Source: an optimization exercise on an open RTL-to-GDS flow (aim: small area). Production flows keep margins and buffers that such runs may drop. In this exercise RTL edits were held to simulation tests only and were not proved equivalent to the original. Power is estimated from default activity; no workload was simulated.

alpha:
Design ArbTop, start of the top module:
module ArbTop #(
    parameter   FIFO_DEPTH = 8,
    parameter   WIDTH = 64
)(
    input                       CLK,
    input                       ASynReset_N,
    input                       i_DataValid_A, i_DataValid_B, i_DataValid_C,
    input       [WIDTH-1:0]     i_DataIn_A,    i_DataIn_B,    i_DataIn_C,
    input                       i_DataGrant_D,
    output wire                 o_DataValid_D,
    output wire [WIDTH-1:0]     o_DataOut_D,
    output wire                 o_DataGrant_A, o_DataGrant_B, o_DataGrant_C
);
wire                SynReset_N;
wire  [2:0]         arb_req, arb_grant;
wire  [WIDTH-1:0]   PassA_Data, PassB_Data, PassC_Data;
assign {o_DataGrant_C, o_DataGrant_B, o_DataGrant_A} = arb_grant;
RstGen u_RstGen(
    .clk        ( CLK           ),
    .asrst_n    ( ASynReset_N   ),
    .srst_n     ( SynReset_N    )
);
RoundRobinArbiter u_RoundRobinArbiter(
    .clk        ( CLK           ),
    .asrst      ( ~SynReset_N   ),
    .en         ( i_DataGrant_D ),
    .req_vld    ( arb_req       ),
    .o_grant    ( arb_grant     ),
    .o_valid    ( o_DataValid_D )
);
SyncFIFO_Bypass #(
  ...
Size: roughly 2100 cells after synthesis, ~270 I/O pins, ~40000 sq um of cells after synthesis.
clock: 6.0 ns
lec_check: 0
cap_margin: 20
core_margin: 2
core_utilization: 40
slew_margin: 20
run.sh (not shown) runs the stock make flow with config.mk's settings and CLKGATE_MAP_FILE= SYNTH_SCRIPT=/design/flow/synth_recipe.tcl, a recipe that flattens the netlist after the stock synthesis.
> inputs changed (alpha -> beta)
==> flow/flow/run.sh (new file) <==
#!/bin/bash
# Layout: the standard flow (standard.sh, unchanged synthesis), with
#  - the smallest buffer (buf_1) for the port buffers instead of the default choice,
#  - CTS with clkbuf_8 leaf clusters of at most 16 sinks and no dummy loads.
# make's full output goes to make.log in this folder; ORFS's own per-step logs stay under orfs/logs.
set -euo pipefail
bash standard.sh \
  "BUFFER_PORTS_ARGS=-buffer_cell sky130_fd_sc_hd__buf_1" \
  "CTS_ARGS=-sink_clustering_enable -repair_clock_nets -dont_use_dummy_load -buf_list sky130_fd_sc_hd__clkbuf_8 -sink_clustering_size 16 -sink_clustering_max_diameter 80" \
  finish > make.log 2>&1
==> flow/standard.sh (new file) <==
#!/bin/bash
# synth_recipe.tcl (not shown) runs the flow's synth.tcl, then flattens the netlist and writes it again
# the make line also repeats each setting of config.mk as NAME=value (left out here)
make -C /OpenROAD-flow-scripts/flow DESIGN_CONFIG=/design/flow/config.mk WORK_HOME=/design/flow/orfs CLKGATE_MAP_FILE= SYNTH_SCRIPT=/design/flow/synth_recipe.tcl "${@:-finish}"
removed: flow/run.sh
[summary]
The final reports for beta and alpha show hold slack lower in the former. Across both runs, via count of the first global-routing pass was lower for beta than for alpha. beta ended with less data arrival time of the critical path than alpha. Relative to alpha, clock share of power decreased by 11 points in beta.

The RTL this note starts from:
==> flow/design.v <==
module RstGen(
    input           clk,
    input           asrst_n,
    output wire     srst_n
);
reg  asrst_n_d1, asrst_n_d2;
always @(posedge clk or negedge asrst_n) begin
    if (!asrst_n) begin
        asrst_n_d1 <= 1'b0;
        asrst_n_d2 <= 1'b0;
    end
    else begin
        asrst_n_d1 <= asrst_n;
        asrst_n_d2 <= asrst_n_d1;
    end
end
assign srst_n = asrst_n_d2;
endmodule
module RoundRobinArbiter(
    input  wire       clk,
    input  wire       asrst,         
    input  wire       en,
    input  wire [2:0] req_vld,
    output wire [2:0] o_grant
);
reg  [2:0] last_grant;
wire [2:0] r = req_vld;
wire [2:0] l = last_grant;
assign o_grant[0] = en && r[0] && (l[2] || (!r[2] && (l[1] || !r[1])));
assign o_grant[1] = en && r[1] && (l[0] || (!r[0] && (l[2] || !r[2])));
assign o_grant[2] = en && r[2] && (l[1] || (!r[1] && (l[0] || !r[0])));
always @(posedge clk or posedge asrst) begin
    if (asrst)
        last_grant <= 3'b100;
    else if (|o_grant)
        last_grant <= o_grant;
end
endmodule
module SyncFIFO_Bypass #(
    parameter   DEPTH = 8,
    parameter   WIDTH = 64
)(
    input                       CLK,
    input                       Reset,       
    input                       i_WrEn,
    input       [WIDTH-1:0]     i_WrData,
    input                       i_Grant,
    output wire                 o_Grant,     
    output reg                  o_Valid,     
    output wire [DEPTH*WIDTH-1:0] o_Slots,   
    output wire [DEPTH-1:0]     o_Sel        
);
localparam AW = $clog2(DEPTH);
reg  [AW-1:0]   head, tail;
reg             full;
wire [AW-1:0]   head_n, tail_n;
wire [DEPTH-1:0] wr_slot;
wire            same  = (head == tail);
wire            empty = same && !full;
wire            wr    = i_WrEn && !full;
assign o_Grant = !empty || i_WrEn;
PtrInc #(.AW(AW)) u_head_inc (.q(head), .en(i_Grant), .d(head_n));
PtrInc #(.AW(AW)) u_tail_inc (.q(tail), .en(wr),      .d(tail_n));
Decode #(.AW(AW), .N(DEPTH), .ROT(0)) u_wr_dec  (.a(tail), .en(wr),      .y(wr_slot));
Decode #(.AW(AW), .N(DEPTH), .ROT(1)) u_sel_dec (.a(head), .en(o_Valid), .y(o_Sel));
always @(posedge CLK or posedge Reset) begin
    if (Reset) begin
        head <= 'd0;
        tail <= 'd0;
        full <= 1'b0;
    end else begin
        head <= head_n;
        tail <= tail_n;
        if (i_Grant)
            full <= 1'b0;
        else if (wr && tail_n == head)
            full <= 1'b1;
    end
end
always @(posedge CLK)
    o_Valid <= i_Grant;
genvar k;
generate
    for (k = 0; k < DEPTH; k = k + 1) begin : g_slot
        reg [WIDTH-1:0] data_q;
        always @(posedge CLK)
            if (wr_slot[k])
                data_q <= i_WrData;
        assign o_Slots[k*WIDTH +: WIDTH] = data_q;
    end
endgenerate
endmodule
module PtrInc #(
    parameter AW = 3
)(
    input  [AW-1:0] q,
    input           en,
    output [AW-1:0] d
);
assign d = q + en;
endmodule
module Decode #(
    parameter AW  = 3,
    parameter N   = 8,
    parameter ROT = 0
)(
    input  [AW-1:0] a,
    input           en,
    output [N-1:0]  y
);
genvar k;
generate
    for (k = 0; k < N; k = k + 1) begin : g_y
        assign y[k] = en && a == ((k + ROT) % N);
    end
endgenerate
endmodule
module PassC #(
    parameter WIDTH = 8
)(
    input                       CLK,
    input                       i_WrEn,
    input       [WIDTH-1:0]     i_WrData,
    input                       i_Grant,
    output wire                 o_Grant,
    output reg                  o_Valid,
    output reg  [WIDTH-1:0]     o_Data       
);
assign o_Grant = i_WrEn;
always @(posedge CLK) begin
    o_Data  <= i_WrData;
    o_Valid <= i_Grant;
end
endmodule
module ArbTop #(
    parameter   FIFO_DEPTH = 8,
    parameter   WIDTH = 64
)(
    input                       CLK,
    input                       ASynReset_N,
    input                       i_DataValid_A, i_DataValid_B, i_DataValid_C,
    input       [WIDTH-1:0]     i_DataIn_A,    i_DataIn_B,    i_DataIn_C,
    input                       i_DataGrant_D,
    output wire                 o_DataValid_D,
    output wire [WIDTH-1:0]     o_DataOut_D,
    output wire                 o_DataGrant_A, o_DataGrant_B, o_DataGrant_C
);
wire                SynReset_N;
wire  [2:0]         arb_req, arb_grant;
wire  [FIFO_DEPTH*WIDTH-1:0] PassA_Slots, PassB_Slots;
wire  [FIFO_DEPTH-1:0]       PassA_Sel,   PassB_Sel;
wire                         PassA_Vld,   PassB_Vld,   PassC_Sel;
wire  [WIDTH-1:0]            PassC_Data;
assign {o_DataGrant_C, o_DataGrant_B, o_DataGrant_A} = arb_grant;
RstGen u_RstGen(
    .clk        ( CLK           ),
    .asrst_n    ( ASynReset_N   ),
    .srst_n     ( SynReset_N    )
);
RoundRobinArbiter u_RoundRobinArbiter(
    .clk        ( CLK           ),
    .asrst      ( ~SynReset_N   ),
    .en         ( i_DataGrant_D ),
    .req_vld    ( arb_req       ),
    .o_grant    ( arb_grant     )
);
SyncFIFO_Bypass #(
    .DEPTH      ( FIFO_DEPTH    ),
    .WIDTH      ( WIDTH         )
) u_PassA (
    .CLK        ( CLK           ),
    .Reset      ( ~SynReset_N   ),
    .i_Grant    ( arb_grant[0]  ),
    .i_WrEn     ( i_DataValid_A ),
    .i_WrData   ( i_DataIn_A    ),
    .o_Grant    ( arb_req[0]    ),
    .o_Valid    ( PassA_Vld     ),
    .o_Slots    ( PassA_Slots   ),
    .o_Sel      ( PassA_Sel     )
);
SyncFIFO_Bypass #(
    .DEPTH      ( FIFO_DEPTH    ),
    .WIDTH      ( WIDTH         )
) u_PassB (
    .CLK        ( CLK           ),
    .Reset      ( ~SynReset_N   ),
    .i_Grant    ( arb_grant[1]  ),
    .i_WrEn     ( i_DataValid_B ),
    .i_WrData   ( i_DataIn_B    ),
    .o_Grant    ( arb_req[1]    ),
    .o_Valid    ( PassB_Vld     ),
    .o_Slots    ( PassB_Slots   ),
    .o_Sel      ( PassB_Sel     )
);
PassC #(
    .WIDTH      ( WIDTH         )
) u_PassC (
    .CLK        ( CLK           ),
    .i_Grant    ( arb_grant[2]  ),
    .i_WrEn     ( i_DataValid_C ),
    .i_WrData   ( i_DataIn_C    ),
    .o_Grant    ( arb_req[2]    ),
    .o_Valid    ( PassC_Sel     ),
    .o_Data     ( PassC_Data    )
);
assign o_DataValid_D = PassA_Vld | PassB_Vld | PassC_Sel;
genvar i;
generate
    for (i = 0; i < WIDTH; i = i + 1) begin : g_out
        wire [FIFO_DEPTH-1:0] a, b;
        wire [5:0] x;
        wire       y;
        genvar k;
        for (k = 0; k < FIFO_DEPTH; k = k + 1) begin : g_bit
            assign a[k] = PassA_Slots[k*WIDTH + i];
            assign b[k] = PassB_Slots[k*WIDTH + i];
        end
        AOI222 u_x0 (.a1(PassA_Sel[0]), .a2(a[0]), .b1(PassA_Sel[1]), .b2(a[1]), .c1(PassA_Sel[2]), .c2(a[2]), .y(x[0]));
        AOI222 u_x1 (.a1(PassA_Sel[3]), .a2(a[3]), .b1(PassA_Sel[4]), .b2(a[4]), .c1(PassA_Sel[5]), .c2(a[5]), .y(x[1]));
        AOI222 u_x2 (.a1(PassA_Sel[6]), .a2(a[6]), .b1(PassA_Sel[7]), .b2(a[7]), .c1(PassB_Sel[0]), .c2(b[0]), .y(x[2]));
        AOI222 u_x3 (.a1(PassB_Sel[1]), .a2(b[1]), .b1(PassB_Sel[2]), .b2(b[2]), .c1(PassB_Sel[3]), .c2(b[3]), .y(x[3]));
        AOI222 u_x4 (.a1(PassB_Sel[4]), .a2(b[4]), .b1(PassB_Sel[5]), .b2(b[5]), .c1(PassB_Sel[6]), .c2(b[6]), .y(x[4]));
        AND4   u_y  (.a(x[0]), .b(x[1]), .c(x[2]), .d(x[3]), .y(y));
        FIN    u_o  (.a(y), .b(x[4]), .p1(PassB_Sel[7]), .p2(b[7]), .q1(PassC_Sel), .q2(PassC_Data[i]), .y(o_DataOut_D[i]));
    end
endgenerate
endmodule
module AOI222(input a1, a2, b1, b2, c1, c2, output y);
assign y = ~((a1 & a2) | (b1 & b2) | (c1 & c2));
endmodule
module FIN(input a, b, p1, p2, q1, q2, output y);
assign y = ~(a & b) | (p1 & p2) | (q1 & q2);
endmodule
module AND4(input a, b, c, d, output y);
assign y = a & b & c & d;
endmodule
clock: 6.0 ns
lec_check: 0
cap_margin: 0
core_margin: 2
core_utilization: 65
place_density: 0.8
slew_margin: 0
synth_hierarchical: 1
synth_minimum_keep_size: 0
standard.sh (not shown) runs the stock make flow with config.mk's settings and CLKGATE_MAP_FILE= SYNTH_SCRIPT=/design/flow/synth_recipe.tcl, a recipe that flattens the netlist after the stock synthesis.
==> flow/flow/run.sh <==
#!/bin/bash
# Layout: the standard flow (standard.sh, unchanged synthesis), with
#  - the smallest buffer (buf_1) for the port buffers instead of the default choice,
#  - CTS with clkbuf_8 leaf clusters of at most 20 sinks within 60 um and no dummy loads.
# make's full output goes to make.log in this folder; ORFS's own per-step logs stay under orfs/logs.
set -euo pipefail
bash standard.sh \
  "BUFFER_PORTS_ARGS=-buffer_cell sky130_fd_sc_hd__buf_1" \
  "CTS_ARGS=-sink_clustering_enable -repair_clock_nets -dont_use_dummy_load -buf_list sky130_fd_sc_hd__clkbuf_8 -sink_clustering_size 20 -sink_clustering_max_diameter 60" \
  finish > make.log 2>&1
Rerun with:
==> flow/flow/run.sh (replaced) <==
#!/bin/bash
# Layout: the standard flow (standard.sh, unchanged synthesis), with
#  - the smallest buffer (buf_1) for the port buffers instead of the default choice,
#  - CTS with clkbuf_8 leaf clusters of at most 18 sinks and no dummy loads.
# make's full output goes to make.log in this folder; ORFS's own per-step logs stay under orfs/logs.
set -euo pipefail
bash standard.sh \
  "BUFFER_PORTS_ARGS=-buffer_cell sky130_fd_sc_hd__buf_1" \
  "CTS_ARGS=-sink_clustering_enable -repair_clock_nets -dont_use_dummy_load -buf_list sky130_fd_sc_hd__clkbuf_8 -sink_clustering_size 18 -sink_clustering_max_diameter 80" \
  finish > make.log 2>&1
Count of clock-buffer cells in the layout rises by 2.
Via count goes down slightly.
Design area is about the same.
Combinational power stays flat.
Total power grows slightly.
Die area is unchanged.

[static timing again, ports no longer ideal]
Ports are ideal in the flow. The routed layouts listed here were re-timed in OpenROAD. Step 1 assumes that a clkbuf_16 drives the clock port and a buf_2 every other input. Step 2 adds t to the input delays and takes it off the output delays; t is the mean of the earliest and latest rising clock arrival at the registers after step 1. Input paths then give back, and output paths get back, about the clock's delay inside the block. Three values: no drivers, after step 1, after step 2; two values: the first two.
run	shift t [ns]	setup WS [ns]	worst hold slack (ns)
alpha	0.744	1.314 / 1.246 / 1.463	0.296 / 0.296 / 0.296
beta	0.761	1.790 / 1.724 / 1.691	0.258 / 0.258 / 0.258
the first run of note 2	0.702	1.256 / 1.198 / 1.900	0.159 / 0.159 / 0.159
the second run of note 2	0.721	1.266 / 1.206 / 1.927	0.146 / 0.146 / 0.146
After both steps setup and hold are still met in every run listed. The setup slack of beta, which loses most, moves by -0.066 ns with the drivers and by -0.099 ns with both steps.
